Context: an optimization exercise on an open-source flow, tuned for small area, a short achievable clock period and few clock cycles per item. The choices shown serve that exercise and are no tape-out recipe. Function was not checked in any run shown here: the RTL went through the layout flow alone. Power figures rest on the tool's default switching activity, not on a simulated workload.

[design/flow/run.sh]
#!/bin/bash
# synth_recipe.tcl (not shown) runs the flow's synth.tcl, then flattens the netlist and writes it again
# the make line also repeats each setting of config.mk as NAME=value (left out here)
make -C /OpenROAD-flow-scripts/flow DESIGN_CONFIG=/design/flow/config.mk WORK_HOME=/design/flow/orfs CLKGATE_MAP_FILE= SYNTH_SCRIPT=/design/flow/synth_recipe.tcl finish
[design/flow/design.v]
module JAM (
input CLK,
input RST,
output reg [2:0] W,
output reg [2:0] J,
input [6:0] Cost,
output [3:0] MatchCount,
output reg [9:0] MinCost,
output reg Valid );
localparam K_NONE = 3'd0, K_CR = 3'd1, K_INIT = 3'd2, K_H = 3'd3, K_SCAN = 3'd4, K_EXT = 3'd5;
localparam S_CR = 0, S_WCR = 1, S_INIT = 2, S_WROW = 3, S_HB = 4, S_SCAN = 5,
           S_EXT = 6, S_WEXT = 7, S_RY = 8, S_RYW = 9, S_RYW2 = 10, S_DONE = 11;
function [3:0] mul16;
    input [3:0] a, b;
    reg [7:0] t;
    begin
        t = a * b;
        mul16 = t[3:0];
    end
endfunction
function [7:0] lowbit;
    input [7:0] x;
    integer m;
    reg seen;
    begin
        seen = 1'b0;
        for (m = 0; m < 8; m = m + 1) begin
            lowbit[m] = x[m] & ~seen;
            seen = seen | x[m];
        end
    end
endfunction
function [2:0] low3;
    input [7:0] x;
    integer m;
    begin
        low3 = 3'd0;
        for (m = 7; m >= 0; m = m - 1)
            if (x[m]) low3 = m;
    end
endfunction
reg [11:0] st;
reg [2:0] ak;           
reg       afirst, alast;
reg [7:0] off;          
reg [9:0] corr;         
reg       fsc;          
reg [2:0] bk;           
reg       ev;           
reg       accf, dfd;    
reg [7:0] rowasg;       
reg       aug_on;
reg       s1v;
reg [7:0] vo;           
reg [2:0] bi, bj;
reg       bfirst, blast;
reg [8:0] cs;           
reg [7:0] dA, dB;       
reg [7:0] v [0:7];      
reg [7:0] d [0:7];      
reg [2:0] prow [0:7];   
reg [7:0] pval;         
reg [2:0] way [0:7];    
reg [7:0] wset;         
reg [7:0] ready;
reg [7:0] rv; reg rtb; reg [2:0] rj; reg [7:0] rmask; reg [3:0] rcnt;
reg [7:0] mu; reg [2:0] jst; reg jst_m;
reg [2:0] cbj;           
reg       fresh;        
reg [2:0] row_cur, aug_row, aug_j;
reg [7:0] pend;
reg [7:0] Fm;           
reg [3:0] rs [0:7];     
reg [7:0] Gp, Xg, B, cr, cu;
reg       fin, par;
reg [3:0] racc;
assign MatchCount = racc;
wire is_cr = bk == K_CR, is_init = bk == K_INIT, is_scan = bk == K_SCAN, is_ext = bk == K_EXT;
wire       ctb = is_cr ? (rowasg[bi] || (accf && !rtb && rj == bi)) : is_ext ? 1'b0 : pval[bj];
wire       lt = cs < {1'b0, dB};
wire       k1 = {cs, ctb} < {1'b0, rv, rtb};
wire       k2 = {dB, ctb} < {rv, rtb};
wire       take = bfirst || (is_scan && !lt ? k2 : k1);
wire [7:0] cv = is_scan && !lt ? dB : cs[7:0];
wire [7:0] fv = take ? cv : rv;
wire       ftb = take ? ctb : rtb;
wire [2:0] cidx = is_cr ? bi : bj;
wire [2:0] fidx = take ? cidx : rj;
wire [7:0] ohj = 8'd1 << bj;
wire [7:0] ohc = 8'd1 << cidx;
wire [7:0] ohr = 8'd1 << rj;
wire       ceq = cs[7:0] == rv;
wire [7:0] fmask = (bfirst || k1) ? ohj : ceq ? (rmask | ohj) : rmask;
wire [3:0] fcnt = (bfirst || k1) ? 4'd1 : ceq ? rcnt + 4'd1 : rcnt;
wire       decide = ev && st[S_WROW];
wire       dec_free = decide && !jst_m;
wire       dec_exp = decide && jst_m;
wire       start_next = (ev && st[S_WCR]) || dec_free;
wire [7:0] rowasg_f = rowasg | ((accf && !rtb) ? (8'd1 << rj) : 8'd0);
wire       any_todo = ~rowasg_f != 8'd0;
reg  [2:0] next_row;
integer k;
always @* begin
    next_row = 3'd0;
    for (k = 7; k >= 0; k = k - 1)
        if (!rowasg_f[k]) next_row = k;
end
reg  [7:0] vv, dv;
always @* begin
    vv = 8'd0; dv = 8'd0;
    for (k = 0; k < 8; k = k + 1) begin
        vv = vv | (v[k] & {8{vo[k]}});
        dv = dv | (d[k] & {8{vo[k]}});
    end
end
wire [9:0] vx = {{2{vv[7]}}, vv};
wire       rdy = (ready & vo) != 8'd0;
wire [9:0] cnew = rdy ? -{2'b00, mu} : (st[S_WROW] && jst_m) ? {2'b00, mu} : 10'd0;
wire [9:0] ceff = fsc ? {cs[8], cs} : corr;
wire [7:0] pend_n = pend & ~vo;
wire       slast = pend_n == 8'd0;
wire [7:0] pend_0 = ~ready & ~vo;    
wire [2:0] vo_e = {vo[4] | vo[5] | vo[6] | vo[7], vo[2] | vo[3] | vo[6] | vo[7], vo[1] | vo[3] | vo[5] | vo[7]};
wire [7:0] vo_r = {vo[6:0], vo[7]};
wire [7:0] Gc = ~Fm;
wire [7:0] u0c = lowbit(Gc);
wire [7:0] G1 = Gc & ~u0c;
wire [7:0] Bn = (B - Gp) & Gp;
reg  [7:0] tcol;        
always @* begin
    for (k = 0; k < 8; k = k + 1)
        tcol[k] = (d[k] & cr) != 8'd0;
end
wire       cin = (Xg & cr) != 8'd0;    
reg [15:0] pp0, pp1;
reg       pv1, par1;
reg [3:0] ra [0:7];
reg [3:0] rb [0:7];
always @* begin
    for (k = 0; k < 8; k = k + 1) begin
        ra[k] = rs[k];
        rb[k] = rs[k] - {3'b000, cu[k]};
    end
end
always @(posedge CLK) begin
    pp0 <= {mul16(ra[0], ra[1]), mul16(ra[2], ra[3]), mul16(ra[4], ra[5]), mul16(ra[6], ra[7])};
    pp1 <= {mul16(rb[0], rb[1]), mul16(rb[2], rb[3]), mul16(rb[4], rb[5]), mul16(rb[6], rb[7])};
end
reg  [7:0] q0, q1;
reg        par2, s2v;
always @(posedge CLK) begin
    q0 <= {mul16(pp0[15:12], pp0[11:8]), mul16(pp0[7:4], pp0[3:0])};
    q1 <= pv1 ? {mul16(pp1[15:12], pp1[11:8]), mul16(pp1[7:4], pp1[3:0])} : 8'd0;
    par2 <= par1;
end
wire [3:0] prod0 = mul16(q0[7:4], q0[3:0]);
wire [3:0] prod1 = mul16(q1[7:4], q1[3:0]);
wire [3:0] tsum = par2 ? prod1 - prod0 : prod0 - prod1;
always @(posedge CLK or posedge RST) begin
    if (RST) begin
        st <= 12'd1 << S_CR; W <= 3'd0; J <= 3'd0; ak <= K_CR; afirst <= 1'b1; alast <= 1'b0;
        off <= 8'd0; corr <= 10'd0; bk <= K_NONE; ev <= 1'b0; accf <= 1'b0; dfd <= 1'b0;
        rowasg <= 8'd0; aug_on <= 1'b0; s1v <= 1'b0; s2v <= 1'b0; Valid <= 1'b0; MinCost <= 10'd0; vo <= 8'd1;
    end else begin
        bk <= ak;
        ev <= blast && ((is_cr && bj == 3'd7) || is_init || is_scan || (is_ext && bi == 3'd7));
        if (blast && (is_init || is_scan)) vo <= take ? (ctb ? ohc : 8'd1) : (rtb ? ohr : 8'd1);
        accf <= blast && is_cr;
        dfd <= dec_free;
        if (accf || dfd) MinCost <= MinCost + {2'b00, rv};
        if (accf && !rtb) rowasg[rj] <= 1'b1;
        if (dec_free) aug_on <= 1'b1;
        else if (aug_on) aug_on <= wset[aug_j];
        s1v <= st[S_RY];
        s2v <= s1v;
        off <= vv; corr <= cnew;
            if (st[S_CR]) begin
                if (W == 3'd7 && J == 3'd7) begin
                    st <= 12'd1 << S_WCR; ak <= K_NONE;
                end else begin
                    W <= W + 3'd1; if (W == 3'd7) J <= J + 3'd1;
                    ak <= K_CR; afirst <= W == 3'd7; alast <= W == 3'd6;
                end
                off <= 8'd0; corr <= 10'd0;
            end
            if (st[S_INIT]) begin
                J <= vo_e; vo <= vo_r;
                ak <= K_INIT; afirst <= 1'b0; alast <= vo[7];
                if (vo[7]) st <= 12'd1 << S_WROW;
            end
            if (st[S_SCAN]) begin
                J <= vo_e; vo <= slast ? 8'd1 : lowbit(pend_n);
                ak <= K_SCAN; afirst <= ak == K_H; alast <= slast;
                corr <= ceff;
                if (slast) st <= 12'd1 << S_WROW;
            end
            if (st[S_EXT]) begin
                if (W == 3'd7 && J == 3'd7) begin
                    st <= 12'd1 << S_WEXT; ak <= K_NONE;
                end else begin
                    J <= vo_e; vo <= vo_r; if (J == 3'd7) W <= W + 3'd1;
                    ak <= K_EXT; afirst <= J == 3'd7; alast <= J == 3'd6;
                end
            end
            if (st[S_WCR] || st[S_WROW]) begin
                ak <= K_NONE;
                if (dec_exp) begin
                    W <= prow[jst]; J <= jst; ak <= K_H; afirst <= 1'b0; alast <= 1'b0;
                    vo <= lowbit(pend_0); st <= 12'd1 << S_SCAN;
                end
            end
            if (st[S_WEXT]) begin
                ak <= K_NONE;
                if (ev) st <= 12'd1 << S_RY;
            end
            if (st[S_RY]) if (fin) st <= 12'd1 << S_RYW;
            if (st[S_RYW]) st <= 12'd1 << S_RYW2;
            if (st[S_RYW2]) begin Valid <= 1'b1; st <= 12'd1 << S_DONE; end
        if (start_next) begin
            J <= 3'd0; vo <= 8'd2; afirst <= 1'b1; alast <= 1'b0;
            if (any_todo) begin
                rowasg[next_row] <= 1'b1; W <= next_row; ak <= K_INIT; st <= 12'd1 << S_INIT;
            end else begin
                W <= 3'd0; ak <= K_EXT; st <= 12'd1 << S_EXT;
            end
        end
    end
end
always @(posedge CLK) begin
    dA <= dv;
    cs <= {3'b000, Cost} - {{2{off[7]}}, off} - ceff;
    fsc <= st[S_SCAN] && ak == K_H;
    dB <= dA;
    bi <= W; bj <= J; bfirst <= afirst; blast <= alast;
    if (ak == K_INIT || ak == K_EXT || ak == K_H) v[J] <= off + corr[7:0];
    if (is_cr || is_init || is_scan || is_ext) begin
        rv <= fv; rtb <= ftb; rj <= fidx; rmask <= fmask; rcnt <= fcnt;
    end
    if (is_init) d[bj] <= cs[7:0];
    if (is_scan && lt) begin
        d[bj] <= cs[7:0]; way[bj] <= jst; wset[bj] <= 1'b1;
    end
    if (blast && (is_init || is_scan)) begin
        mu <= fv; jst <= fidx; jst_m <= ftb;
    end
    if (blast && is_cr) cbj <= bj;
    if (accf) begin
        v[cbj] <= rv; prow[cbj] <= rj; pval[cbj] <= ~rtb;
    end
    if (blast && is_ext) begin
        d[bi] <= fmask; rs[bi] <= fcnt;
        if (fcnt == 4'd1) Fm <= Fm | fmask;
    end
    if (st[S_CR]) begin
        ready <= 8'd0; Fm <= 8'd0;
    end
    if ((st[S_INIT] || st[S_EXT]) && vo[7]) ready <= 8'd0;
    if (decide) fresh <= 1'b0;
    if (decide && fresh) wset <= 8'd0;
    if (dec_exp) begin
        ready[jst] <= 1'b1;
        pend <= pend_0;
    end
    if (st[S_SCAN]) pend <= pend_n;
    if (start_next) begin
        fresh <= 1'b1;
        if (any_todo) row_cur <= next_row;
    end
    if (dec_free) begin
        pval[jst] <= 1'b1; aug_j <= jst; aug_row <= row_cur;
    end else if (aug_on) begin
        prow[aug_j] <= wset[aug_j] ? prow[way[aug_j]] : aug_row;
        aug_j <= way[aug_j];
    end
    if (st[S_WEXT]) begin
        Gp <= G1; Xg <= G1; B <= lowbit(G1); cr <= lowbit(G1); fin <= G1 == 8'd0;
        for (k = 0; k < 8; k = k + 1) cu[k] <= (d[k] & u0c) != 8'd0;
        pv1 <= u0c != 8'd0; par <= 1'b0; racc <= 4'd0;
    end
    if (st[S_RY]) begin
        par1 <= par;
        if (!fin) begin
            for (k = 0; k < 8; k = k + 1)
                if (tcol[k]) rs[k] <= rs[k] + {cin, cin, cin, 1'b1};
            Xg <= Xg ^ cr; par <= !par;
            B <= Bn; cr <= lowbit(Bn); fin <= Bn == 8'd0;
        end
    end
    if (s2v) racc <= racc + tsum;
end
endmodule
[design/flow/config.mk]
export PLATFORM = sky130hd
export DESIGN_NAME = JAM
export DESIGN_NICKNAME = JAM
export VERILOG_FILES = /design/flow/design.v
export SDC_FILE = /design/flow/constraint.sdc
export NUM_CORES = 4
export LEC_CHECK = 0
export CAP_MARGIN = 20
export CORE_MARGIN = 2
export CORE_UTILIZATION = 70
export SETUP_SLACK_MARGIN = 2.1
export SLEW_MARGIN = 20
[design/flow/constraint.sdc]
create_clock -name core_clock -period 5.0 [get_ports {CLK}]
set_input_delay 1.0000 -clock core_clock [delete_from_list [all_inputs] [get_ports {CLK}]]
set_output_delay 1.0000 -clock core_clock [all_outputs]
set_load 0.01 [all_outputs]
==> qor.yml, run 1 <==
clocking:
  clock_latency_ps: 610
  clock-sinks: 506
  clk_pin_slew_ps: 60
  cts_buffer_depth: 3
  cts_made_buffers: 52
  h-tree-depth: 2
  tritoncts: "done"
  root_buffer: "clkbuf_16"
die:
  die_x_um: 203
  die_area_um2: 41300
  io_pins: 30
  core_um2: 38900
  dieHeight_um: 203
  rows: 72
  initial_core_util: 0.714
logic_synthesis:
  syn_inst: 2689
  ys_ff_latch: 506
  synth_top_area_share: 0.308
  synth_edf_count: 285
  yosys_most_used_dff: "edfxtp_1"
  synth.net_count: 2909
  synth.most_common_cell: "nand2_1"
  synth_top_family_by_area: "compound AO/OA/AOI/OAI gates"
  yosys.area.top_type: "edfxtp_1"
  synth.avg_cell_area_um2: 10.3
  synth-async-reset-ratio: 0.146
  synth_compound_area_frac: 0.146
  synth.area.mux_share: 0.0521
  synth-simple-area-share: 0.131
  synth_commonest_cells: "nand2_1, edfxtp_1, nor2_1, ha_1, o21ai_0"
  synth_xor_area_frac: 0.0549
  synth_cell_type_count: 79
  syn_area_um2: 27800
  yosysWarnings: 3
  seq_area_frac_synth: 0.481
  synth.area.top_cells: "edfxtp_1, dfxtp_1, ha_1"
  synth_fa_ha_area_frac: 0.101
detailed_routing:
  vias_per_cell: 6.63
  avgRoutedWirePerCell_um: 23.5
  antenna_left: 0
  route.detailed.drc: 0
  dr.pass1.iters: 8
  vias: 21906
  drt_wl_total_um: 77800
  drt_iter0_markers: 2541
worst_setup_path:
  cp-end-kind: "register"
  worstPathArrival_ps: 3320
  path_cells: "and2_4, ha_4, ha_4, ha_4, inv_2, ha_4, xnor2_2, ha_1, a21oi_2, xnor2_1, xnor2_1, xnor2_1, and2_1"
  startpoint_type: "register"
  critical_path_buf_inv_count: 1
  cp_slowest_cell: "dfxtp_1"
  path_delay_family: "adder cells"
  cpPeakStageDelay_ps: 330
  path_common_cell: "ha_4"
  worstSetupPathType: "register to register"
  critPathMaxFanout: 2
  cp.required_ps: 5350
power:
  p_total_w: 0.00841
  power_frac_clock: 0.455
  seqPwrFrac: 0.523
  p_leak_nw: 12.1
  power_frac_comb: 0.022
  net-switching-power_w: 0.00179
  switching_share: 0.212
  vdd_drop_max_mv: 0.302
  p_per_area_nw_per_um2: 269
  power.internal_w: 0.00662
global_route:
  antenna_found_initial: 0
  gr-usage-all-layers: 0.375
  grt.overflow.total: 0
  grt_max_degree: 37
  grt_pass1_wl_um: 120000
  grt_pass1_vias: 21545
worst_hold_path:
  hold_path.class: "register to register"
placed_design:
  portBuffers: 29
  dp_hpwl_um: 54300
  place.gp.congestion: 0.984
timing:
  rsz0062_at_grt: "true"
  min_period_over_period: 0.594
  setup_viol: 0
  clock_skew_ps: 13.9
  fmax_mhz: 337
  slew_violations: 0
  period_minus_slack_ps: 2970
  fin_tns_setup_ps: 0
  slew_headroom: 0.373
  final-hold-violation-count: 0
  worst-slew-pin-transition_ps: 934
outcome:
  status: "complete, no violations"
layout:
  nets: 2965
  fill_cells: 2413
  area.growth.synth_to_final_pct: 12.6
  drive_above_1_share: 0.128
run:
  cap_viol_max_count: 0
## cell families after synthesis
| group | Yosys count |
|---|---|
| AOI/OAI and AO/OA | 633 |
| xor gates and xnor gates | 174 |
| adders and majority gates | 212 |
| buffers and inverters | 247 |
| DFF | 506 |
| muxes | 116 |
| and+or+nand+nor | 801 |
## area by class of cell
type / count / area, um^2 / area share
multi-input cells: 1938 / 14100 / 0.450
flip-flops and latches: 506 / 13400 / 0.428
clock buffers: 70 / 1470 / 0.0470
repair buffers: 113 / 963 / 0.0308
well taps: 518 / 648 / 0.0207
inverters: 134 / 515 / 0.0165
clock inverters: 26 / 196 / 0.00628
diodes: 1 / 2.50 / 0.0000800
## worst paths after layout
kind / start / cells after the start / to / slack (ps)
max: q0[2] / 13 / racc[3] / 2030
min: dA[5] / 0 / dB[5] / 340
max reg2reg: q0[2] / 13 / racc[3] / 2030
min reg2reg: dA[5] / 0 / dB[5] / 340
max in group asynchronous: RST / 3 / J[2] / 3410
min in group asynchronous: RST / 2 / bk[2] / 750
## state kept, by name, summed over array words and instances (netlist names), 9 cells and up, named ones only
signal	count
d	64
v	64
rs	32
prow	24
way	24
pp0	16
pp1	16
MinCost	10
st	10
corr	9
cs	9
## power groups by stage
| stage | logic (W) | clock network, W | registers (W) |
|---|---|---|---|
| global route | 0.000199 | 0.00398 | 0.00440 |
| global placement | 0.000143 | 0 | 0.00449 |
| floorplan | 0.000102 | 0 | 0.00449 |
| detailed placement | 0.000149 | 0 | 0.00449 |
| CTS | 0.000164 | 0.00382 | 0.00440 |
| finish | 0.000182 | 0.00382 | 0.00440 |
## layout by cell type (no fill, tap or decap), drive strengths merged, types with 37 or more instances in the layout
cell and instances:
xor2 52, dfxtp 147, ha 191, a22oi 112, clkbuf 71, and2 63, nand2 300, edfxtp 285
inv 131, a21oi 149, nor2 232, dfrtp 70, buf 83, nor3 40, nor2b 38, xnor2 122
mux2 37, mux2i 64, o21ai 175
## metal layers
layer | wire, um | global-route usage | share of wire
met5 | 0 | 0 | 0
met1 | 29100 | 0.472 | 0.37
met3 | 7040 | 0.0585 | 0.090
met2 | 38000 | 0.642 | 0.49
met4 | 3720 | 0.171 | 0.048
## per-stage QoR
stage / setup WS [ps] / instance area, um^2 / instances / hold WS [ps] / utilization
final: 2030 / 31300 / 3306 / 341 / 0.804
after floorplan: 2070 / 27800 / 2689 / 310 / -
after detailed placement: 1170 / 28500 / 3149 / 319 / 0.732
after global routing: 1960 / 31300 / 3305 / 347 / 0.804
after CTS: 1940 / 30600 / 3272 / 340 / 0.787
after global placement: 1270 / 28500 / 3149 / 334 / 0.732
## timing repair
item,CTS,global route
gates cloned,1,1
buffers inserted,26,32
gates resized for setup,67,86
pin swaps,16,28
hold buffers,0,0
setup endpoints to repair,267,277
==> run 2: changes to the inputs <==
--- a/design/flow/config.mk
+++ b/design/flow/config.mk
@@ -10,3 +10,3 @@
 export CORE_UTILIZATION = 70
-export SETUP_SLACK_MARGIN = 2.1
+export SETUP_SLACK_MARGIN = 2.3
 export SLEW_MARGIN = 20
==> run 2 against run 1 <==
Effect of this change: flip-flop and latch count stayed put; sequential power hardly changed; wire length rose by 14%; worst hold slack worse by 19 ps; synthesized cell count stayed put; clock skew grew 14 ps; die area did not move; global-route usage up 2.6 points; critical path depth unchanged; fmax shrank 6.4%; cell area up 4.3%; power grew 3.7%.
==> qor.yml, run 2 <==
worst_setup_path:
  startpoint_type: "register"  # unchanged
  cp.required_ps: 5390  # was 5350 ps
  worstSetupPathType: "register to register"  # unchanged
  worstPathArrival_ps: 3560  # was 3320 ps
  critPathMaxFanout: 4  # was 2
  cp-end-kind: "register"  # unchanged
die:
  die_x_um: 203  # unchanged
  initial_core_util: 0.714  # unchanged
  dieHeight_um: 203  # unchanged
  io_pins: 30  # unchanged
  rows: 72  # unchanged
  core_um2: 38900  # unchanged
  die_area_um2: 41300  # unchanged
global_route:
  grt_max_degree: 38  # was 37
  gr-usage-all-layers: 0.401  # was 0.375
  grt.overflow.total: 0  # unchanged
  grt_pass1_wl_um: 127000  # was 120000 um
  grt_pass1_vias: 22623  # was 21.5k
  antenna_found_initial: 4  # was 0
detailed_routing:
  route.detailed.drc: 0  # unchanged
  antenna_left: 0  # unchanged
  dr.pass1.iters: 7  # was 8
  vias_per_cell: 6.88  # was 6.63
  vias: 23101  # was 21.9k
  drt_wl_total_um: 88800  # was 77800 um
  drt_iter0_markers: 3379  # was 2541
  avgRoutedWirePerCell_um: 26.4  # was 23.5 um
timing:
  min_period_over_period: 0.635  # was 0.594
  fmax_mhz: 315  # was 337 MHz
  slew_headroom: 0.232  # was 0.373
  clock_skew_ps: 27.9  # was 13.9 ps
  worst-slew-pin-transition_ps: 1150  # was 934 ps
  hold_slack_ps: 322  # was 341 ps
  final-hold-violation-count: 0  # unchanged
  rsz0062_at_grt: "true"  # unchanged
  fin_tns_setup_ps: 0  # unchanged
  period_minus_slack_ps: 3170  # was 2970 ps
  slew_violations: 0  # unchanged
  setup_viol: 0  # unchanged
logic_synthesis:
  synth.area.mux_share: 0.0521  # unchanged
  synth_xor_area_frac: 0.0549  # unchanged
  seq_area_frac_synth: 0.481  # unchanged
  yosys_most_used_dff: "edfxtp_1"  # unchanged
  syn_inst: 2689  # unchanged
  synth_top_family_by_area: "compound AO/OA/AOI/OAI gates"  # unchanged
  synth-async-reset-ratio: 0.146  # unchanged
  synth.net_count: 2909  # unchanged
  yosysWarnings: 3  # unchanged
  synth.area.top_cells: "edfxtp_1, dfxtp_1, ha_1"  # unchanged
  synth_commonest_cells: "nand2_1, edfxtp_1, nor2_1, ha_1, o21ai_0"  # unchanged
  synth-simple-area-share: 0.131  # unchanged
  synth_compound_area_frac: 0.146  # unchanged
  ys_ff_latch: 506  # unchanged
  syn_area_um2: 27800  # unchanged
  synth_top_area_share: 0.308  # unchanged
  synth_edf_count: 285  # unchanged
  synth.avg_cell_area_um2: 10.3  # unchanged
  synth_cell_type_count: 79  # unchanged
  yosys.area.top_type: "edfxtp_1"  # unchanged
  synth.most_common_cell: "nand2_1"  # unchanged
  synth_fa_ha_area_frac: 0.101  # unchanged
placed_design:
  dp.cells: 3144  # was 3149
  portBuffers: 29  # unchanged
  dp_hpwl_um: 54200  # was 54300 um
  place.gp.congestion: 0.974  # was 0.984
clocking:
  tritoncts: "done"  # unchanged
  clock-sinks: 506  # unchanged
  root_buffer: "clkbuf_16"  # unchanged
  clk_pin_slew_ps: 70  # was 60 ps
  clock_latency_ps: 640  # was 610 ps
  h-tree-depth: 2  # unchanged
  cts_made_buffers: 51  # was 52
  cts_buffer_depth: 3  # unchanged
layout:
  nets: 3020  # was 2965
  final_common_cell: "nand2_1"  # unchanged
  insertedDiodeCount: 0  # was 1
  layout_common_cells: "nand2_1, edfxtp_1, nor2_1"  # unchanged
  final_cells: 3360  # was 3306
  area.growth.synth_to_final_pct: 17.4  # was 12.6%
  drive_above_1_share: 0.184  # was 0.128
  largestRegisters: "d (64), v (64), rs (32)"  # unchanged
run:
  cap_viol_max_count: 0  # unchanged
power:
  vdd_drop_max_mv: 0.261  # was 0.302 mV
  p_per_area_nw_per_um2: 267  # was 269 nW/um^2
  p_leak_nw: 12.5  # was 12.1 nW
worst_hold_path:
  hold_path.class: "register to register"  # unchanged
outcome:
  status: "complete, no violations"  # unchanged
==> run 2: cell count changes in the layout (fill, tap and decap cells not counted), sizes merged <==
cell / delta
diode: -1
a21o: +1
inv: +1
bufinv: +4
buf: +53
dlygate4sd2: +1
clkdlybuf4s50: -1
nand2: +2
clkinvlp: -4
clkbuf: +5
a21oi: -1
clkinv: -6
==> run 2: stage by stage <==
stage | total power [W] | util | instance area (um^2) | worst slack (ps)
global placement | 0.00464 | 0.733 | 28500 | 1540
floorplan | 0.00459 | - | 27800 | 2110
CTS | 0.00859 | 0.809 | 31500 | 2050
global route | 0.00886 | 0.838 | 32600 | 1770
detailed placement | 0.00464 | 0.733 | 28500 | 1480
finish | 0.00871 | 0.838 | 32600 | 1830
==> run 2: layer usage <==
metal,GRT usage,share of wire
met5,0,0.00028
met4,0.232,0.072
met3,0.0698,0.11
met2,0.680,0.47
met1,0.486,0.35
==> run 2: critical path, cell delays in order, from the launching register on <==
cell and delay (ps):
dfxtp_1 400, and2_4 180, ha_4 200, ha_4 230
ha_4 290, inv_2 40, ha_4 220, xnor2_2 130
ha_1 340, a21oi_2 170, xnor2_1 100, xnor2_1 290
xnor2_1 160, and2_1 180
==> run 2: logic make-up (layout without fill, tap and decap cells) <==
group	Yosys count	count (layout)
flops	506	506
mux	116	116
buf+inv	247	396
compound gates	633	634
simple gates	801	804
xor+xnor	174	174
fa+ha+maj	212	212
==> run 2: final cells by class <==
| cell class | count | area, um^2 |
|---|---|---|
| flip-flops and latches | 506 | 13400 |
| well taps | 518 | 648 |
| multi-input cells | 1940 | 14800 |
| inverters | 134 | 523 |
| repair buffers | 167 | 1440 |
| clock inverters | 21 | 268 |
| clock buffers | 74 | 1470 |
| fillers | 2009 | 6290 |
==> run 2: power breakdown <==
part,switching [W],internal (W),total [W]
logic,0.000136,0.0000903,0.000226
clock network,0.00173,0.00235,0.00409
registers,0.0000159,0.00439,0.00440
total,0.00188,0.00683,0.00871
==> run 2: worst paths after layout <==
kind	from	to	slack [ps]	depth (start not counted)
max	q0[4]	racc[3]	1830	13
min	dA[4]	dB[4]	320	0
max reg2reg	q0[4]	racc[3]	1830	13
min reg2reg	dA[4]	dB[4]	320	0
max in group asynchronous	RST	J[2]	3110	3
min in group asynchronous	RST	MinCost[8]	830	2
==> run 2: what timing repair did <==
action | 4_1_cts | 5_1_grt
setup buffers | 61 | 52
resized for setup | 159 | 154
gates cloned | 3 | 3
hold buffers | 0 | 0
pin swaps | 62 | 74
setup endpoints to repair | 320 | 304
==> run 3: changes to the inputs <==
--- a/design/flow/config.mk
+++ b/design/flow/config.mk
@@ -10,3 +10,3 @@
 export CORE_UTILIZATION = 70
-export SETUP_SLACK_MARGIN = 2.3
+export SETUP_SLACK_MARGIN = 2.2
 export SLEW_MARGIN = 20
==> run 3 against run 2 <==
Effect of this change: still clean; cell area shrank 2.3%; sequential share of layout area up 0.82 points; wire length down 4.0%; largest cell class unchanged; highest routed layer is now met4.
==> qor.yml, run 3 <==
logic_synthesis:
  synth_edf_count: 285  # unchanged
  syn_area_um2: 27800  # unchanged
  synth.area.top_cells: "edfxtp_1, dfxtp_1, ha_1"  # unchanged
  ys_ff_latch: 506  # unchanged
  synth.area.mux_share: 0.0521  # unchanged
  synth-simple-area-share: 0.131  # unchanged
  synth.net_count: 2909  # unchanged
  synth_compound_area_frac: 0.146  # unchanged
  synth_cell_type_count: 79  # unchanged
  synth.avg_cell_area_um2: 10.3  # unchanged
  synth_top_area_share: 0.308  # unchanged
  synth_xor_area_frac: 0.0549  # unchanged
  syn_inst: 2689  # unchanged
  yosys_most_used_dff: "edfxtp_1"  # unchanged
  synth_top_family_by_area: "compound AO/OA/AOI/OAI gates"  # unchanged
  yosys.area.top_type: "edfxtp_1"  # unchanged
  synth-async-reset-ratio: 0.146  # unchanged
  synth_fa_ha_area_frac: 0.101  # unchanged
  yosysWarnings: 3  # unchanged
  synth_commonest_cells: "nand2_1, edfxtp_1, nor2_1, ha_1, o21ai_0"  # unchanged
  seq_area_frac_synth: 0.481  # unchanged
  synth.most_common_cell: "nand2_1"  # unchanged
detailed_routing:
  drt_iter0_markers: 3002  # was 3379
  vias_per_cell: 6.83  # was 6.88
  dr.pass1.iters: 6  # was 7
  vias: 22665  # was 23.1k
  route.detailed.drc: 0  # unchanged
  drt_wl_total_um: 85200  # was 88800 um
  avgRoutedWirePerCell_um: 25.7  # was 26.4 um
  antenna_left: 0  # unchanged
timing:
  min_period_over_period: 0.601  # was 0.635
  rsz0062_at_grt: "true"  # unchanged
  worst-slew-pin-transition_ps: 1170  # was 1150 ps
  slew_violations: 0  # unchanged
  clock_skew_ps: 18.5  # was 27.9 ps
  slew_headroom: 0.212  # was 0.232
  final-hold-violation-count: 0  # unchanged
  fmax_mhz: 333  # was 315 MHz
  setup_slack_ps: 1990  # was 1830 ps
  setup_viol: 0  # unchanged
  fin_tns_setup_ps: 0  # unchanged
  period_minus_slack_ps: 3010  # was 3170 ps
worst_setup_path:
  cp_slowest_cell: "dfxtp_1"  # unchanged
  cpPeakStageDelay_ps: 400  # about the same
  worstPathArrival_ps: 3360  # was 3560 ps
  cp-end-kind: "register"  # unchanged
  path_common_cell: "ha_4"  # unchanged
  cp.required_ps: 5360  # was 5390 ps
  critPathMaxFanout: 2  # was 4
  startpoint_type: "register"  # unchanged
  path_cells: "and2_4, ha_4, ha_4, ha_4, inv_2, ha_4, xnor2_4, ha_4, a21oi_4, xnor2_2, xnor2_1, xnor2_1, and2_1"  # was and2_4, ha_4, ha_4, ha_4, inv_2, ha_4, xnor2_2, ha_1, a21oi_2, xnor2_1, xnor2_1, xnor2_1, and2_1
  r2r_slack_ps: 1990  # was 1830 ps
  worstSetupPathType: "register to register"  # unchanged
  reg2reg_depth: 13  # unchanged
layout:
  layout_common_cells: "nand2_1, edfxtp_1, nor2_1"  # unchanged
  final_cells: 3319  # was 3360
  drive_above_1_share: 0.145  # was 0.184
  largestRegisters: "d (64), v (64), rs (32)"  # unchanged
  nets: 2976  # was 3020
  final_common_cell: "nand2_1"  # unchanged
  fill_cells: 2177  # was 2009
  design_area_um2: 31900  # was 32600 um^2
  area.growth.synth_to_final_pct: 14.8  # was 17.4%
global_route:
  antenna_found_initial: 0  # was 4
  grt.overflow.total: 0  # unchanged
  gr-usage-all-layers: 0.394  # was 0.401
  grt_max_degree: 37  # was 38
  grt_pass1_vias: 22056  # was 22.6k
  grt_pass1_wl_um: 125000  # was 127000 um
worst_hold_path:
  hold_path.class: "register to register"  # unchanged
  hold_path_depth: 0  # unchanged
clocking:
  clock_latency_ps: 610  # was 640 ps
  clk_pin_slew_ps: 60  # was 70 ps
  cts_made_buffers: 52  # was 51
  cts_buffer_depth: 3  # unchanged
  tritoncts: "done"  # unchanged
  clock-sinks: 506  # unchanged
  h-tree-depth: 2  # unchanged
  cts_hold_buf: 0  # unchanged
  root_buffer: "clkbuf_16"  # unchanged
power:
  vdd_drop_max_mv: 0.369  # was 0.261 mV
  p_leak_nw: 12.2  # was 12.5 nW
  net-switching-power_w: 0.00188  # about the same
  p_total_w: 0.00889  # was 0.00871 W
  power_frac_clock: 0.482  # was 0.469
  power.internal_w: 0.00701  # was 0.00683 W
  seqPwrFrac: 0.495  # was 0.505
  power_frac_comb: 0.023  # was 0.026
  p_per_area_nw_per_um2: 279  # was 267 nW/um^2
  switching_share: 0.211  # was 0.216
die:
  core_um2: 38900  # unchanged
  die_area_um2: 41300  # unchanged
  dieHeight_um: 203  # unchanged
  io_pins: 30  # unchanged
  initial_core_util: 0.714  # unchanged
  die_x_um: 203  # unchanged
  rows: 72  # unchanged
placed_design:
  dp.cells: 3144  # unchanged
  pre_cts_slack_ps: 1130  # was 1480 ps
  place.gp.congestion: 0.962  # was 0.974
  dp_hpwl_um: 54900  # was 54200 um
  dpl_cell_area_um2: 28500  # about the same
  portBuffers: 29  # unchanged
outcome:
  status: "complete, no violations"  # unchanged
run:
  cap_viol_max_count: 0  # unchanged
-- run 3: cell counts after synthesis --
No cell type changed its count.
-- run 3: per-stage QoR --
stage	utilization	hold slack, ps
2_1_floorplan	-	310
3_3_place_gp	0.732	337
3_5_place_dp	0.732	336
4_1_cts	0.798	345
5_1_grt	0.819	356
6_report	0.819	348
-- run 3: what timing repair did --
action | CTS | global route
pin swaps | 24 | 59
gates cloned | 2 | 1
endpoints found under the setup margin | 281 | 285
setup buffers | 38 | 35
gates resized for setup | 89 | 106
-- run 3: final timing paths --
kind / startpoint / endpoint
min in group asynchronous: RST / MinCost[8]
hold reg to reg: s1v / s2v
setup / recovery: q0[2] / racc[3]
hold / removal: s1v / s2v
max in group asynchronous: RST / vo[0]
setup reg to reg: q0[2] / racc[3]
-- run 3: worst max-delay path: cells and delay by family, from the launching register on --
kind	cells	cell delay [ps]
AOI/OAI and AO/OA	1	180
and+or+nand+nor	2	360
buffers and inverters	1	40
DFF	1	400
adders and majority gates	5	1170
xor gates and xnor gates	4	610
-- run 3: cell families after synthesis --
family | count (synthesis)
compound gates | 633
simple gates | 801
xor+xnor | 174
mux | 116
buf+inv | 247
fa+ha+maj | 212
flops | 506
-- run 3: cell type report --
cell class                      count  area (um^2)  area share
Multi-Input combinational cell   1939        14400       0.451
Sequential cell                   506        13400       0.420
Clock buffer                       68         1400      0.0440
Timing Repair Buffer              123         1080      0.0340
Tap cell                          518          648      0.0203
Inverter                          134          514      0.0161
Clock inverter                     30          452      0.0142
Antenna cell                        1         2.50   0.0000785
-- run 3: power groups by stage --
stage	sequential, W	clock (W)	combinational [W]
after floorplan	0.00449	0	0.000103
after CTS	0.00440	0.00425	0.000170
after global placement	0.00449	0	0.000146
after detailed placement	0.00449	0	0.000152
after global routing	0.00440	0.00443	0.000221
final	0.00440	0.00429	0.000206
-- run 3: layer usage --
metal,GRT usage,vias up,share of wire
met3,0.0698,380,0.099
met5,0,-,0
li1,-,9860,-
met4,0.204,0,0.059
met1,0.488,10863,0.36
met2,0.665,1562,0.48
==> run 4: changes to the inputs <==
--- a/design/flow/config.mk
+++ b/design/flow/config.mk
@@ -12 +12,2 @@
 export SLEW_MARGIN = 20
+export TNS_END_PERCENT = 10
==> run 4 against run 3 <==
Effect of this change: utilization decreased by 1.3 points; wire length decreased by 3.5%; combinational power decreased by 8%; sequential share of layout area increased by 0.64 points; fmax increased by 0.77%; synthesized cell count unchanged; area after synthesis unchanged; non-clock buffer count decreased by 7; largest cell class unchanged; register-to-register slack improved by 20 ps; global-route usage decreased by 1.3 points.
==> qor.yml, run 4 <==
outcome:
  status: "complete, no violations"  # unchanged
layout:
  drive_above_1_share: 0.126  # was 0.145
  final_common_cell: "nand2_1"  # unchanged
  fill_cells: 2251  # was 2177
  nets: 2967  # was 2976
  layout_common_cells: "nand2_1, edfxtp_1, nor2_1"  # unchanged
  insertedDiodeCount: 0  # was 1
  area.growth.synth_to_final_pct: 13.0  # was 14.8%
  largestRegisters: "d (64), v (64), rs (32)"  # unchanged
logic_synthesis:
  ys_ff_latch: 506  # unchanged
  yosysWarnings: 3  # unchanged
  synth.most_common_cell: "nand2_1"  # unchanged
  synth_cell_type_count: 79  # unchanged
  syn_area_um2: 27800  # unchanged
  synth_edf_count: 285  # unchanged
  synth.area.top_cells: "edfxtp_1, dfxtp_1, ha_1"  # unchanged
  yosys.area.top_type: "edfxtp_1"  # unchanged
  syn_inst: 2689  # unchanged
  synth_commonest_cells: "nand2_1, edfxtp_1, nor2_1, ha_1, o21ai_0"  # unchanged
  synth.avg_cell_area_um2: 10.3  # unchanged
  synth-async-reset-ratio: 0.146  # unchanged
  synth_top_area_share: 0.308  # unchanged
  yosys_most_used_dff: "edfxtp_1"  # unchanged
  synth.net_count: 2909  # unchanged
  seq_area_frac_synth: 0.481  # unchanged
run:
  cap_viol_max_count: 0  # unchanged
placed_design:
  place.gp.congestion: 0.992  # was 0.962
  pre_cts_slack_ps: 1420  # was 1130 ps
  portBuffers: 29  # unchanged
  dp_hpwl_um: 55400  # was 54900 um
power:
  p_leak_nw: 12.1  # was 12.2 nW
  vdd_drop_max_mv: 0.301  # was 0.369 mV
  p_total_w: 0.00854  # was 0.00889 W
  p_per_area_nw_per_um2: 272  # was 279 nW/um^2
timing:
  period_minus_slack_ps: 2980  # was 3010 ps
  setup_viol: 0  # unchanged
  fmax_mhz: 335  # was 333 MHz
  min_period_over_period: 0.597  # was 0.601
  clock_skew_ps: 31.4  # was 18.5 ps
  rsz0062_at_grt: "true"  # unchanged
  final-hold-violation-count: 0  # unchanged
  slew_violations: 0  # unchanged
  worst-slew-pin-transition_ps: 1100  # was 1170 ps
  fin_tns_setup_ps: 0  # unchanged
  hold_slack_ps: 340  # was 348 ps
  setup_slack_ps: 2020  # was 1990 ps
  slew_headroom: 0.257  # was 0.212
worst_setup_path:
  reg2reg_to: "rs[2][3]"  # was racc[3]
  cp.required_ps: 5300  # was 5360 ps
  cpPeakStageDelay_ps: 460  # was 400 ps
  path_delay_family: "simple AND/OR/NAND/NOR gates"  # was adder cells
  cp_slowest_cell: "dfxtp_1"  # unchanged
  critPathMaxFanout: 32  # was 2
  startpoint_type: "register"  # unchanged
  reg2reg_depth: 10  # was 13
  cp-end-kind: "register"  # unchanged
  worstSetupPathType: "register to register"  # unchanged
  worstReg2RegStart: "cr[1]"  # was q0[2]
  worstPathArrival_ps: 3280  # was 3360 ps
  r2r_slack_ps: 2020  # was 1990 ps
  critical_path_buf_inv_count: 1  # unchanged
  path_cells: "ha_1, nor4_1, nand2_1, buf_4, ha_1, a21o_1, a21oi_1, xnor2_1, nand2_1, o21ai_0"  # was and2_4, ha_4, ha_4, ha_4, inv_2, ha_4, xnor2_4, ha_4, a21oi_4, xnor2_2, xnor2_1, xnor2_1, and2_1
detailed_routing:
  route.detailed.drc: 0  # unchanged
  vias_per_cell: 6.77  # was 6.83
  vias: 22406  # was 22.7k
  drt_iter0_markers: 2769  # was 3002
  avgRoutedWirePerCell_um: 24.8  # was 25.7 um
  dr.pass1.iters: 9  # was 6
  antenna_left: 0  # unchanged
  drt_wl_total_um: 82200  # was 85200 um
worst_hold_path:
  hold_path.class: "register to register"  # unchanged
  hold_path_depth: 0  # unchanged
  worstHoldStart: "dA[6]"  # was s1v
  worst_hold_path.endpoint: "dB[6]"  # was s2v
clocking:
  root_buffer: "clkbuf_16"  # unchanged
  clock_latency_ps: 630  # was 610 ps
  h-tree-depth: 2  # unchanged
  cts_buffer_depth: 3  # unchanged
  tritoncts: "done"  # unchanged
  clk_pin_slew_ps: 70  # was 60 ps
  clock-sinks: 506  # unchanged
  cts_made_buffers: 52  # unchanged
die:
  die_area_um2: 41300  # unchanged
  rows: 72  # unchanged
  initial_core_util: 0.714  # unchanged
  die_x_um: 203  # unchanged
  io_pins: 30  # unchanged
  dieHeight_um: 203  # unchanged
  core_um2: 38900  # unchanged
global_route:
  gr-usage-all-layers: 0.381  # was 0.394
  grt.overflow.total: 0  # unchanged
  grt_max_degree: 38  # was 37
  antenna_found_initial: 0  # unchanged
  grt_pass1_wl_um: 121000  # was 125000 um
  grt_pass1_vias: 21954  # was 22.1k
==> run 4: worst max-delay path by stage <==
stage,start,endpoint,cells after the start
3_5_place_dp,rv[7],rs[4][0],10
2_1_floorplan,q0[4],racc[3],13
6_report,cr[1],rs[2][3],10
5_1_grt,rv[7],rs[2][3],9
4_1_cts,cs[4],d[5][4],7
3_3_place_gp,rv[7],rs[1][0],10
==> run 4: routing by layer <==
| layer | up-vias | global-route usage | wire, um |
|---|---|---|---|
| met2 | 1462 | 0.643 | 39900 |
| met5 | - | 0 | 0 |
| met4 | 0 | 0.196 | 5240 |
| met1 | 10698 | 0.475 | 29200 |
| li1 | 9843 | - | - |
| met3 | 403 | 0.0662 | 7830 |
==> run 4: area by class of cell <==
cell class	count	area [um^2]	share of cell area
Timing Repair Buffer	116	996	0.0317
Clock buffer	65	1370	0.0437
Clock inverter	33	325	0.0104
Sequential cell	506	13400	0.427
Inverter	134	515	0.0164
Multi-Input combinational cell	1936	14100	0.450
Tap cell	518	648	0.0206
Timing Repair inverter	1	5.00	0.000159
==> run 4: power breakdown <==
group | switching, W | internal, W
logic | 0.000120 | 0.0000685
clock network | 0.00172 | 0.00222
registers | 0.0000137 | 0.00439
==> run 4: cells by family (layout without fill, tap and decap cells) <==
logic type | Yosys count | after routing | share of synthesized area
buffers and inverters | 247 | 349 | 0.0342
AO/OA/AOI/OAI | 633 | 633 | 0.146
flip-flops | 506 | 506 | 0.481
adder cells (fa/ha/maj) | 212 | 212 | 0.101
XOR/XNOR | 174 | 174 | 0.0548
multiplexers | 116 | 116 | 0.0521
AND/OR/NAND/NOR | 801 | 801 | 0.131
==> run 4: per-stage QoR <==
stage	instances	cell area, um^2	util
floorplan	2689	27800	-
global placement	3151	28500	0.734
detailed placement	3151	28500	0.734
CTS	3267	30600	0.785
global route	3309	31400	0.807
finish	3309	31400	0.807
==> run 4: what timing repair did <==
item / in CTS / in global routing
setup buffers: 18 / 40
pin swaps: 7 / 40
cloned: 0 / 2
gates resized for setup: 42 / 105
setup endpoints to repair: 278 / 334
hold buffers: 0 / 0
==> run 4: worst reg2reg max path, delay by kind of cell (launching register included) <==
kind / cells / cell delay [ps]
and+or+nand+nor: 3 / 680
adders and majority gates: 2 / 630
AOI/OAI and AO/OA: 3 / 500
DFF: 1 / 460
buffers and inverters: 1 / 290
xor gates and xnor gates: 1 / 90
==> run 5: changes to the inputs <==
--- a/design/flow/config.mk
+++ b/design/flow/config.mk
@@ -10,4 +10,4 @@
 export CORE_UTILIZATION = 70
+export CTS_BUF_LIST = sky130_fd_sc_hd__clkbuf_4
 export SETUP_SLACK_MARGIN = 2.2
 export SLEW_MARGIN = 20
-export TNS_END_PERCENT = 10
==> run 5 against run 4 <==
Effect of this change: sequential power about the same; sequential share of layout area down 0.72 points; clock power about the same; area after synthesis unchanged; final cell count up 5.1%; setup slack worse by 460 ps; first-iteration DRC count up 14%; cell area up 1.8%; combinational power up 4%; critical path type unchanged.
==> qor.yml, run 5 <==
timing:
  final-hold-violation-count: 0  # unchanged
  clock_skew_ps: 65.5  # was 31.4 ps
  rsz0062_at_grt: "true"  # unchanged
  slew_violations: 0  # unchanged
  period_minus_slack_ps: 3440  # was 2980 ps
  worst-slew-pin-transition_ps: 1210  # was 1100 ps
  slew_headroom: 0.186  # was 0.257
  setup_viol: 0  # unchanged
  fin_tns_setup_ps: 0  # unchanged
  min_period_over_period: 0.689  # was 0.597
  fmax_mhz: 290  # was 335 MHz
power:
  vdd_drop_max_mv: 0.275  # was 0.301 mV
  p_per_area_nw_per_um2: 267  # was 272 nW/um^2
  p_leak_nw: 12.6  # was 12.1 nW
  p_total_w: 0.00854  # about the same
die:
  die_area_um2: 41300  # unchanged
  io_pins: 30  # unchanged
  dieHeight_um: 203  # unchanged
  die_x_um: 203  # unchanged
  rows: 72  # unchanged
  core_um2: 38900  # unchanged
  initial_core_util: 0.714  # unchanged
clocking:
  cts_buffer_depth: 3  # unchanged
  h-tree-depth: 4  # was 2
  clk_pin_slew_ps: 90  # was 70 ps
  cts_made_buffers: 132  # was 52
  clock-sinks: 506  # unchanged
  cts_hold_buf: 0  # unchanged
  tritoncts: "done"  # unchanged
  root_buffer: "clkbuf_4"  # was clkbuf_16
  clock_latency_ps: 910  # was 630 ps
logic_synthesis:
  ys_ff_latch: 506  # unchanged
  synth_edf_count: 285  # unchanged
  synth-async-reset-ratio: 0.146  # unchanged
  synth_commonest_cells: "nand2_1, edfxtp_1, nor2_1, ha_1, o21ai_0"  # unchanged
  synth_top_area_share: 0.308  # unchanged
  syn_area_um2: 27800  # unchanged
  synth-simple-area-share: 0.131  # unchanged
  synth_fa_ha_area_frac: 0.101  # unchanged
  yosys_most_used_dff: "edfxtp_1"  # unchanged
  synth_xor_area_frac: 0.0549  # unchanged
  synth.net_count: 2909  # unchanged
  yosysWarnings: 3  # unchanged
  synth_compound_area_frac: 0.146  # unchanged
  synth.area.top_cells: "edfxtp_1, dfxtp_1, ha_1"  # unchanged
  syn_inst: 2689  # unchanged
  synth.avg_cell_area_um2: 10.3  # unchanged
  synth_top_family_by_area: "compound AO/OA/AOI/OAI gates"  # unchanged
  synth_cell_type_count: 79  # unchanged
  yosys.area.top_type: "edfxtp_1"  # unchanged
  seq_area_frac_synth: 0.481  # unchanged
  synth.most_common_cell: "nand2_1"  # unchanged
  synth.area.mux_share: 0.0521  # unchanged
layout:
  nets: 3068  # was 2967
  layout_common_cells: "nand2_1, edfxtp_1, nor2_1"  # unchanged
  largestRegisters: "d (64), v (64), rs (32)"  # unchanged
  final_common_cell: "nand2_1"  # unchanged
  area.growth.synth_to_final_pct: 15.0  # was 13.0%
  drive_above_1_share: 0.190  # was 0.126
outcome:
  status: "complete, no violations"  # unchanged
global_route:
  grt_max_degree: 37  # was 38
  grt_pass1_wl_um: 125000  # was 121000 um
  antenna_found_initial: 3  # was 0
  grt_pass1_vias: 22900  # was 22.0k
  grt.overflow.total: 0  # unchanged
  gr-usage-all-layers: 0.398  # was 0.381
worst_setup_path:
  r2r_slack_ps: 1560  # was 2020 ps
  cp.required_ps: 5460  # was 5300 ps
  reg2reg_to: "rs[2][3]"  # unchanged
  worstSetupPathType: "register to register"  # unchanged
  worstPathArrival_ps: 3900  # was 3280 ps
  reg2reg_depth: 3  # was 10
  critPathMaxFanout: 19  # was 32
  startpoint_type: "register"  # unchanged
  cp-end-kind: "register"  # unchanged
  worstReg2RegStart: "st[8]"  # was cr[1]
worst_hold_path:
  hold_path_depth: 0  # unchanged
  worstHoldStart: "s1v"  # was dA[6]
  hold_path.class: "register to register"  # unchanged
  worst_hold_path.endpoint: "s2v"  # was dB[6]
detailed_routing:
  met2_length_um: 41200  # was 39900 um
  routedLengthMet1_um: 30600  # was 29200 um
  vias: 23244  # was 22.4k
  drt_wl_total_um: 86700  # was 82200 um
  vias_per_cell: 6.68  # was 6.77
  avgRoutedWirePerCell_um: 24.9  # was 24.8 um
  route.detailed.drc: 0  # unchanged
  antenna_left: 0  # unchanged
  route.met3.wl_um: 8990  # was 7830 um
  top_layer_used: "met5"  # was met4
  drt_iter0_markers: 3152  # was 2769
  dr.pass1.iters: 9  # unchanged
placed_design:
  dp_hpwl_um: 54900  # was 55400 um
  place.gp.congestion: 0.962  # was 0.992
  portBuffers: 29  # unchanged
run:
  cap_viol_max_count: 0  # unchanged
run 5: cell counts after synthesis:
No cell type changed its count.
run 5: report_power, final:
part	leakage (nW)	total, W	internal [W]	switching (W)
Combinational	6.86	0.000196	0.0000660	0.000130
Sequential	4.64	0.00440	0.00439	0.0000110
Clock	1.07	0.00395	0.00211	0.00184
Total	12.6	0.00854	0.00656	0.00198
run 5: layer usage:
metal | global-route usage | vias up
li1 | - | 10130
met1 | 0.477 | 10980
met2 | 0.660 | 1668
met3 | 0.0930 | 462
met4 | 0.229 | 4
met5 | 0 | -
run 5: how the worst max path moves through the flow:
| stage | start | to | slack [ps] | cells past startpoint |
|---|---|---|---|---|
| after floorplan | q0[4] | racc[3] | 2110 | 13 |
| after global placement | dB[6] | mu[3] | 1200 | 10 |
| after detailed placement | dB[7] | register | 1130 | 10 |
| after CTS | dB[6] | d[4][5] | 2000 | 8 |
| after global routing | st[8] | rs[2][3] | 1640 | 3 |
| final | st[8] | rs[2][3] | 1560 | 3 |
run 5: through the flow:
stage,utilization,instance area [um^2],cells,setup WS (ps),hold slack [ps]
after floorplan,-,27800,2689,2110,310
after global placement,0.732,28500,3144,1200,337
after detailed placement,0.732,28500,3144,1130,336
after CTS,0.799,31100,3436,2000,349
after global routing,0.821,32000,3478,1640,360
final,0.821,32000,3478,1560,340
run 5: cells by family after synthesis:
family | Yosys count
muxes | 116
AOI/OAI and AO/OA | 633
buffers and inverters | 247
DFF | 506
adders and majority gates | 212
and+or+nand+nor | 801
xor gates and xnor gates | 174
run 5: cell type report:
| cell class | instances | area (um^2) |
|---|---|---|
| antenna | 1 | 2.50 |
| clock buffer | 201 | 1510 |
| clock inverter | 44 | 322 |
| fill | 2231 | 6960 |
| inverter | 134 | 514 |
| multi-input combinational | 1938 | 14400 |
| sequential | 506 | 13400 |
| tap | 518 | 648 |
| timing repair buffer | 136 | 1160 |
run 5: repair_timing:
item                       CTS  global route
hold endpoints to repair     0             0
setup endpoints to repair  295           297
gates resized for setup    110           111
pin swaps                   28            49
gates cloned                 1             1
buffers inserted            46            40
run 5: critical path, cell delays in order (launching register included):
cell and delay [ps]:
dfrtp_1 670, nand2b_1 610, a41oi_1 1120, o21ai_0 650
==> run 6: changes to the inputs <==
--- a/design/flow/design.v
+++ b/design/flow/design.v
@@ -45,4 +45,5 @@
 reg [7:0] off;          
-reg [9:0] corr;         
+reg       rdyA;         
 reg       fsc;          
+reg [2:0] ck;           
 reg [2:0] bk;           
@@ -56,4 +57,10 @@
 reg       bfirst, blast;
-reg [8:0] cs;           
+reg [9:0] raw;          
+reg       rdyB;
 reg [7:0] dA, dB;       
+reg [9:0] dBc;          
+reg [9:0] hm;           
+reg [2:0] ci, cj;       
+reg       cfirst, clast;
+reg [7:0] cv;           
 reg [7:0] v [0:7];      
@@ -78,18 +85,21 @@
 wire is_cr = bk == K_CR, is_init = bk == K_INIT, is_scan = bk == K_SCAN, is_ext = bk == K_EXT;
-wire       ctb = is_cr ? (rowasg[bi] || (accf && !rtb && rj == bi)) : is_ext ? 1'b0 : pval[bj];
-wire       lt = cs < {1'b0, dB};
-wire       k1 = {cs, ctb} < {1'b0, rv, rtb};
-wire       k2 = {dB, ctb} < {rv, rtb};
-wire       take = bfirst || (is_scan && !lt ? k2 : k1);
-wire [7:0] cv = is_scan && !lt ? dB : cs[7:0];
+wire [9:0] c1corr = is_scan ? hm : rdyB ? -{2'b00, mu} : 10'd0;
+wire [9:0] nd = raw - c1corr;
+wire       lt = $signed(raw) < $signed(dBc);
+wire [7:0] cand = (is_scan && !lt) ? dB : nd[7:0];
+wire [9:0] hm_c = raw - {2'b00, mu};
+wire is2_cr = ck == K_CR, is2_init = ck == K_INIT, is2_scan = ck == K_SCAN, is2_ext = ck == K_EXT;
+wire       ctb = is2_cr ? (rowasg[ci] || (accf && !rtb && rj == ci)) : is2_ext ? 1'b0 : pval[cj];
+wire       k1 = {cv, ctb} < {rv, rtb};
+wire       take = cfirst || k1;
 wire [7:0] fv = take ? cv : rv;
 wire       ftb = take ? ctb : rtb;
-wire [2:0] cidx = is_cr ? bi : bj;
+wire [2:0] cidx = is2_cr ? ci : cj;
 wire [2:0] fidx = take ? cidx : rj;
-wire [7:0] ohj = 8'd1 << bj;
+wire [7:0] ohj = 8'd1 << cj;
 wire [7:0] ohc = 8'd1 << cidx;
 wire [7:0] ohr = 8'd1 << rj;
-wire       ceq = cs[7:0] == rv;
-wire [7:0] fmask = (bfirst || k1) ? ohj : ceq ? (rmask | ohj) : rmask;
-wire [3:0] fcnt = (bfirst || k1) ? 4'd1 : ceq ? rcnt + 4'd1 : rcnt;
+wire       ceq = cv == rv;
+wire [7:0] fmask = (cfirst || k1) ? ohj : ceq ? (rmask | ohj) : rmask;
+wire [3:0] fcnt = (cfirst || k1) ? 4'd1 : ceq ? rcnt + 4'd1 : rcnt;
 wire       decide = ev && st[S_WROW];
@@ -117,4 +127,2 @@
 wire       rdy = (ready & vo) != 8'd0;
-wire [9:0] cnew = rdy ? -{2'b00, mu} : (st[S_WROW] && jst_m) ? {2'b00, mu} : 10'd0;
-wire [9:0] ceff = fsc ? {cs[8], cs} : corr;
 wire [7:0] pend_n = pend & ~vo;
@@ -161,3 +169,3 @@
         st <= 12'd1 << S_CR; W <= 3'd0; J <= 3'd0; ak <= K_CR; afirst <= 1'b1; alast <= 1'b0;
-        off <= 8'd0; corr <= 10'd0; bk <= K_NONE; ev <= 1'b0; accf <= 1'b0; dfd <= 1'b0;
+        off <= 8'd0; bk <= K_NONE; ck <= K_NONE; ev <= 1'b0; accf <= 1'b0; dfd <= 1'b0;
         rowasg <= 8'd0; aug_on <= 1'b0; s1v <= 1'b0; s2v <= 1'b0; Valid <= 1'b0; MinCost <= 10'd0; vo <= 8'd1;
@@ -165,5 +173,6 @@
         bk <= ak;
-        ev <= blast && ((is_cr && bj == 3'd7) || is_init || is_scan || (is_ext && bi == 3'd7));
-        if (blast && (is_init || is_scan)) vo <= take ? (ctb ? ohc : 8'd1) : (rtb ? ohr : 8'd1);
-        accf <= blast && is_cr;
+        ck <= bk == K_H ? K_NONE : bk;
+        ev <= clast && ((is2_cr && cj == 3'd7) || is2_init || is2_scan || (is2_ext && ci == 3'd7));
+        if (clast && (is2_init || is2_scan)) vo <= take ? (ctb ? ohc : 8'd1) : (rtb ? ohr : 8'd1);
+        accf <= clast && is2_cr;
         dfd <= dec_free;
@@ -175,3 +184,3 @@
         s2v <= s1v;
-        off <= vv; corr <= cnew;
+        off <= vv;
             if (st[S_CR]) begin
@@ -183,3 +192,3 @@
                 end
-                off <= 8'd0; corr <= 10'd0;
+                off <= 8'd0;
             end
@@ -193,3 +202,2 @@
                 ak <= K_SCAN; afirst <= ak == K_H; alast <= slast;
-                corr <= ceff;
                 if (slast) st <= 12'd1 << S_WROW;
@@ -230,18 +238,23 @@
     dA <= dv;
-    cs <= {3'b000, Cost} - {{2{off[7]}}, off} - ceff;
+    raw <= {3'b000, Cost} - {{2{off[7]}}, off};
+    rdyA <= rdy;
+    rdyB <= rdyA && (ak == K_INIT || ak == K_EXT);
     fsc <= st[S_SCAN] && ak == K_H;
     dB <= dA;
+    dBc <= {2'b00, dA} + (fsc ? hm_c : hm);
     bi <= W; bj <= J; bfirst <= afirst; blast <= alast;
-    if (ak == K_INIT || ak == K_EXT || ak == K_H) v[J] <= off + corr[7:0];
-    if (is_cr || is_init || is_scan || is_ext) begin
+    if (ak == K_INIT || ak == K_EXT || ak == K_H) v[J] <= off + ((ak == K_H) ? mu : rdyA ? -mu : 8'd0);
+    if (bk == K_H) hm <= hm_c;
+    cv <= cand; ci <= bi; cj <= bj; cfirst <= bfirst; clast <= blast;
+    if (is_init) d[bj] <= nd[7:0];
+    if (is_scan && lt) begin
+        d[bj] <= nd[7:0]; way[bj] <= jst; wset[bj] <= 1'b1;
+    end
+    if (is2_cr || is2_init || is2_scan || is2_ext) begin
         rv <= fv; rtb <= ftb; rj <= fidx; rmask <= fmask; rcnt <= fcnt;
     end
-    if (is_init) d[bj] <= cs[7:0];
-    if (is_scan && lt) begin
-        d[bj] <= cs[7:0]; way[bj] <= jst; wset[bj] <= 1'b1;
-    end
-    if (blast && (is_init || is_scan)) begin
+    if (clast && (is2_init || is2_scan)) begin
         mu <= fv; jst <= fidx; jst_m <= ftb;
     end
-    if (blast && is_cr) cbj <= bj;
+    if (clast && is2_cr) cbj <= cj;
     if (accf) begin
@@ -249,4 +262,4 @@
     end
-    if (blast && is_ext) begin
-        d[bi] <= fmask; rs[bi] <= fcnt;
+    if (clast && is2_ext) begin
+        d[ci] <= fmask; rs[ci] <= fcnt;
         if (fcnt == 4'd1) Fm <= Fm | fmask;
--- a/design/flow/config.mk
+++ b/design/flow/config.mk
@@ -10,3 +10,2 @@
 export CORE_UTILIZATION = 70
-export CTS_BUF_LIST = sky130_fd_sc_hd__clkbuf_4
 export SETUP_SLACK_MARGIN = 2.2
==> run 6 against run 5 <==
Effect of this change: setup slack worse by 110 ps; count of clock-buffer cells in the layout is 116 lower; first-iteration DRC count is 23% higher; clock skew is 33 ps lower; critical endpoint is now cv[7].
==> qor.yml, run 6 <==
clocking:
  cts_hold_buf: 0  # unchanged
  h-tree-depth: 2  # was 4
  cts_buffer_depth: 3  # unchanged
  clock-sinks: 538  # was 506
  root_buffer: "clkbuf_16"  # was clkbuf_4
  clock_latency_ps: 650  # was 910 ps
  cts_made_buffers: 54  # was 132
  tritoncts: "done"  # unchanged
  clk_pin_slew_ps: 70  # was 90 ps
global_route:
  gr-usage-all-layers: 0.433  # was 0.398
  grt.met2_usage: 0.727  # was 0.660
  globalRouteMet1Util: 0.507  # was 0.477
  grt.overflow.total: 0  # unchanged
  grt_max_degree: 48  # was 37
  grt_use_met3: 0.0801  # was 0.0930
  busiest_layer: "met2"  # unchanged
  grt_pass1_wl_um: 146000  # was 125000 um
  antenna_found_initial: 4  # was 3
  grt_pass1_vias: 25591  # was 22.9k
power:
  p_per_area_nw_per_um2: 276  # was 267 nW/um^2
  vdd_drop_max_mv: 0.335  # was 0.275 mV
  p_total_w: 0.00989  # was 0.00854 W
  p_leak_nw: 14.1  # was 12.6 nW
detailed_routing:
  route.detailed.drc: 0  # unchanged
  drt_wl_total_um: 107000  # was 86700 um
  avgRoutedWirePerCell_um: 29.3  # was 24.9 um
  vias: 26562  # was 23.2k
  dr.pass1.iters: 10  # was 9
  vias_per_cell: 7.26  # was 6.68
  antenna_left: 0  # unchanged
  drt_iter0_markers: 3872  # was 3152
layout:
  largestRegisters: "d (64), v (64), rs (32)"  # unchanged
  final_common_cell: "nand2_1"  # unchanged
  drive_above_1_share: 0.201  # was 0.190
  nets: 3297  # was 3068
  area.growth.synth_to_final_pct: 19.3  # was 15.0%
  fill_cells: 2050  # was 2231
  layout_common_cells: "nand2_1, edfxtp_1, nor2_1"  # unchanged
  utilization: 0.850  # was 0.821
timing:
  final-hold-violation-count: 0  # unchanged
  worst-slew-pin-transition_ps: 1230  # was 1210 ps
  min_period_over_period: 0.711  # was 0.689
  rsz0062_at_grt: "true"  # unchanged
  fmax_mhz: 281  # was 290 MHz
  clock_skew_ps: 32.0  # was 65.5 ps
  period_minus_slack_ps: 3560  # was 3440 ps
  fin_tns_setup_ps: 0  # unchanged
  setup_viol: 0  # unchanged
  slew_violations: 0  # unchanged
  slew_headroom: 0.171  # was 0.186
worst_hold_path:
  hold_path.class: "register to register"  # unchanged
  worstHoldStart: "bi[2]"  # was s1v
logic_synthesis:
  seq_area_frac_synth: 0.469  # was 0.481
  yosys_most_used_dff: "edfxtp_1"  # unchanged
  synth.net_count: 3149  # was 2909
  synth_top_area_share: 0.295  # was 0.308
  syn_inst: 2923  # was 2689
  synth-async-reset-ratio: 0.126  # was 0.146
  yosysWarnings: 3  # unchanged
  synth_cell_type_count: 76  # was 79
  synth.most_common_cell: "nand2_1"  # unchanged
  yosys.area.top_type: "edfxtp_1"  # unchanged
  synth.area.mux_share: 0.0635  # was 0.0521
  ys_ff_latch: 538  # was 506
  synth_compound_area_frac: 0.147  # was 0.146
  synth.area.top_cells: "edfxtp_1, dfxtp_1, ha_1"  # unchanged
  synth-simple-area-share: 0.137  # was 0.131
  synth_top_family_by_area: "compound AO/OA/AOI/OAI gates"  # unchanged
  synth_commonest_cells: "nand2_1, edfxtp_1, nor2_1, ha_1, o21ai_0"  # unchanged
  synth_fa_ha_area_frac: 0.0951  # was 0.101
  synth_xor_area_frac: 0.0557  # was 0.0549
  synth_edf_count: 295  # was 285
  syn_area_um2: 30000  # was 27800 um^2
  synth.avg_cell_area_um2: 10.3  # about the same
placed_design:
  dp_hpwl_um: 62600  # was 54900 um
  place.gp.congestion: 0.988  # was 0.962
  portBuffers: 29  # unchanged
worst_setup_path:
  cp-end-kind: "register"  # unchanged
  path_common_cell: "buf_4"
  cp.required_ps: 5570  # was 5460 ps
  path_delay_family: "simple AND/OR/NAND/NOR gates"  # was compound AO/OA/AOI/OAI gates
  critical_path_buf_inv_count: 4  # was 0
  cp_slowest_cell: "edfxtp_1"  # was a41oi_1
  critPathMaxFanout: 4  # was 19
  crit_start: "mu[0]"  # was st[8]
  cpPeakStageDelay_ps: 480  # was 1120 ps
  startpoint_type: "register"  # unchanged
  path_cells: "buf_4, or4_4, nor2_4, xnor2_1, a22oi_1, ha_2, or3_4, o21ai_2, a21oi_2, xnor2_2, buf_4, clkbuf_16, buf_4, mux2i_1"  # was nand2b_1, a41oi_1, o21ai_0
  worstPathArrival_ps: 4130  # was 3900 ps
  worstReg2RegStart: "mu[0]"  # was st[8]
  worstSetupPathType: "register to register"  # unchanged
die:
  dieHeight_um: 211  # was 203 um
  initial_core_util: 0.712  # was 0.714
  io_pins: 30  # unchanged
  rows: 75  # was 72
  die_x_um: 211  # was 203 um
  core_um2: 42100  # was 38900 um^2
  die_area_um2: 44500  # was 41300 um^2
run:
  cap_viol_max_count: 0  # unchanged
outcome:
  status: "complete, no violations"  # unchanged
run 6: cell types whose count changed after synthesis, sizes merged, moves of 16 or more:
| cell | before | now |
|---|---|---|
| inv | 131 | 147 |
| mux2i | 64 | 99 |
| nand2 | 300 | 324 |
| o21ai | 175 | 196 |
| a21oi | 148 | 132 |
| dfxtp | 147 | 175 |
| nand2b | 16 | 34 |
run 6: cells by family after synthesis:
group / Yosys count
AO/OA/AOI/OAI: 667
XOR/XNOR: 191
adder cells (fa/ha/maj): 218
buffers and inverters: 268
flip-flops: 538
multiplexers: 158
AND/OR/NAND/NOR: 883
run 6: layout make-up:
class | instances | area (um^2) | area share
diodes | 1 | 2.50 | 0.0000699
clock buffers | 85 | 1660 | 0.0462
clock inverters | 17 | 150 | 0.00419
inverters | 148 | 558 | 0.0156
multi-input cells | 2122 | 16700 | 0.466
flip-flops and latches | 538 | 14100 | 0.394
well taps | 539 | 674 | 0.0188
repair buffers | 207 | 1940 | 0.0542
run 6: worst reg2reg max path, cell delays in order, from the launching register on:
cell and delay [ps]:
edfxtp_1 480, buf_4 200, or4_4 460, nor2_4 180
xnor2_1 350, a22oi_1 210, ha_2 340, or3_4 380
o21ai_2 70, a21oi_2 60, xnor2_2 150, buf_4 170
clkbuf_16 160, buf_4 140, mux2i_1 150
run 6: routing by layer:
| layer | wire (um) | vias to the layer above |
|---|---|---|
| met4 | 10000 | 4 |
| met5 | 32 | - |
| met1 | 34700 | 12447 |
| li1 | - | 10926 |
| met2 | 48900 | 2346 |
| met3 | 13300 | 839 |
run 6: repair_timing:
item	CTS	global route
gates cloned	6	4
endpoints found under the setup margin	336	332
setup buffers	86	55
pin swaps	73	82
gates resized for setup	166	199
run 6: stage by stage:
step,cell area [um^2],hold WS [ps],setup slack [ps],std cells
after floorplan,30200,310,2110,2923
after global placement,31000,311,1410,3402
after detailed placement,31000,312,1250,3403
after CTS,34400,326,1950,3597
after global routing,35800,337,1430,3656
final,35800,333,1440,3657
run 6: worst paths after layout:
path,to,slack [ps],cells after the start
setup / recovery,cv[7],1440,14
hold / removal,ci[2],330,0
setup reg to reg,cv[7],1440,14
hold reg to reg,ci[2],330,0
max in group asynchronous,rowasg[5],3080,3
min in group asynchronous,MinCost[2],740,2
run 6: report_power, final:
part	internal, W	total, W	switching, W
sequential	0.00471	0.00474	0.0000330
combinational	0.000428	0.000938	0.000510
clock	0.00238	0.00421	0.00183
total	0.00752	0.00989	0.00238

port drivers added, routing unchanged:
No port has a modelled driver above. Below, the same layouts with a new extraction and two added sets of constraints. Step 1 assumes that a clkbuf_16 drives the clock port and a buf_2 every other input. Step 2, shift: input delay + t, output delay - t, t = (earliest + latest rising clock arrival at the registers) / 2. This alone moves slack from input paths to output paths. Three values: ideal, step 1, step 2; two values: the first two.
| run | shift t [ns] | setup WS [ns] | worst hold slack (ns) | worst slew at a driven data input, ns | cell pins on the clock port's net |
|---|---|---|---|---|---|
| run 1 | 0.654 | 2.029 / 2.029 / 1.614 | 0.341 / 0.341 / 0.341 | 0.03 | 1 |
| run 2 | 0.680 | 1.825 / 1.825 / 1.687 | 0.322 / 0.322 / 0.322 | 0.04 | 1 |
| run 3 | 0.659 | 1.993 / 1.993 / 1.675 | 0.348 / 0.348 / 0.348 | 0.04 | 1 |
| run 4 | 0.669 | 2.016 / 2.016 / 1.524 | 0.340 / 0.340 / 0.340 | 0.04 | 1 |
| run 5 | 0.916 | 1.557 / 1.557 / 1.477 | 0.340 / 0.340 / 0.340 | 0.04 | 1 |
| run 6 | 0.697 | 1.444 / 1.444 / 1.444 | 0.333 / 0.333 / 0.333 | 0.04 | 1 |
After both steps every run listed still meets setup and hold. The setup slack of run 4, which loses most, moves by 0.000 ns with the drivers and by -0.492 ns with both steps.
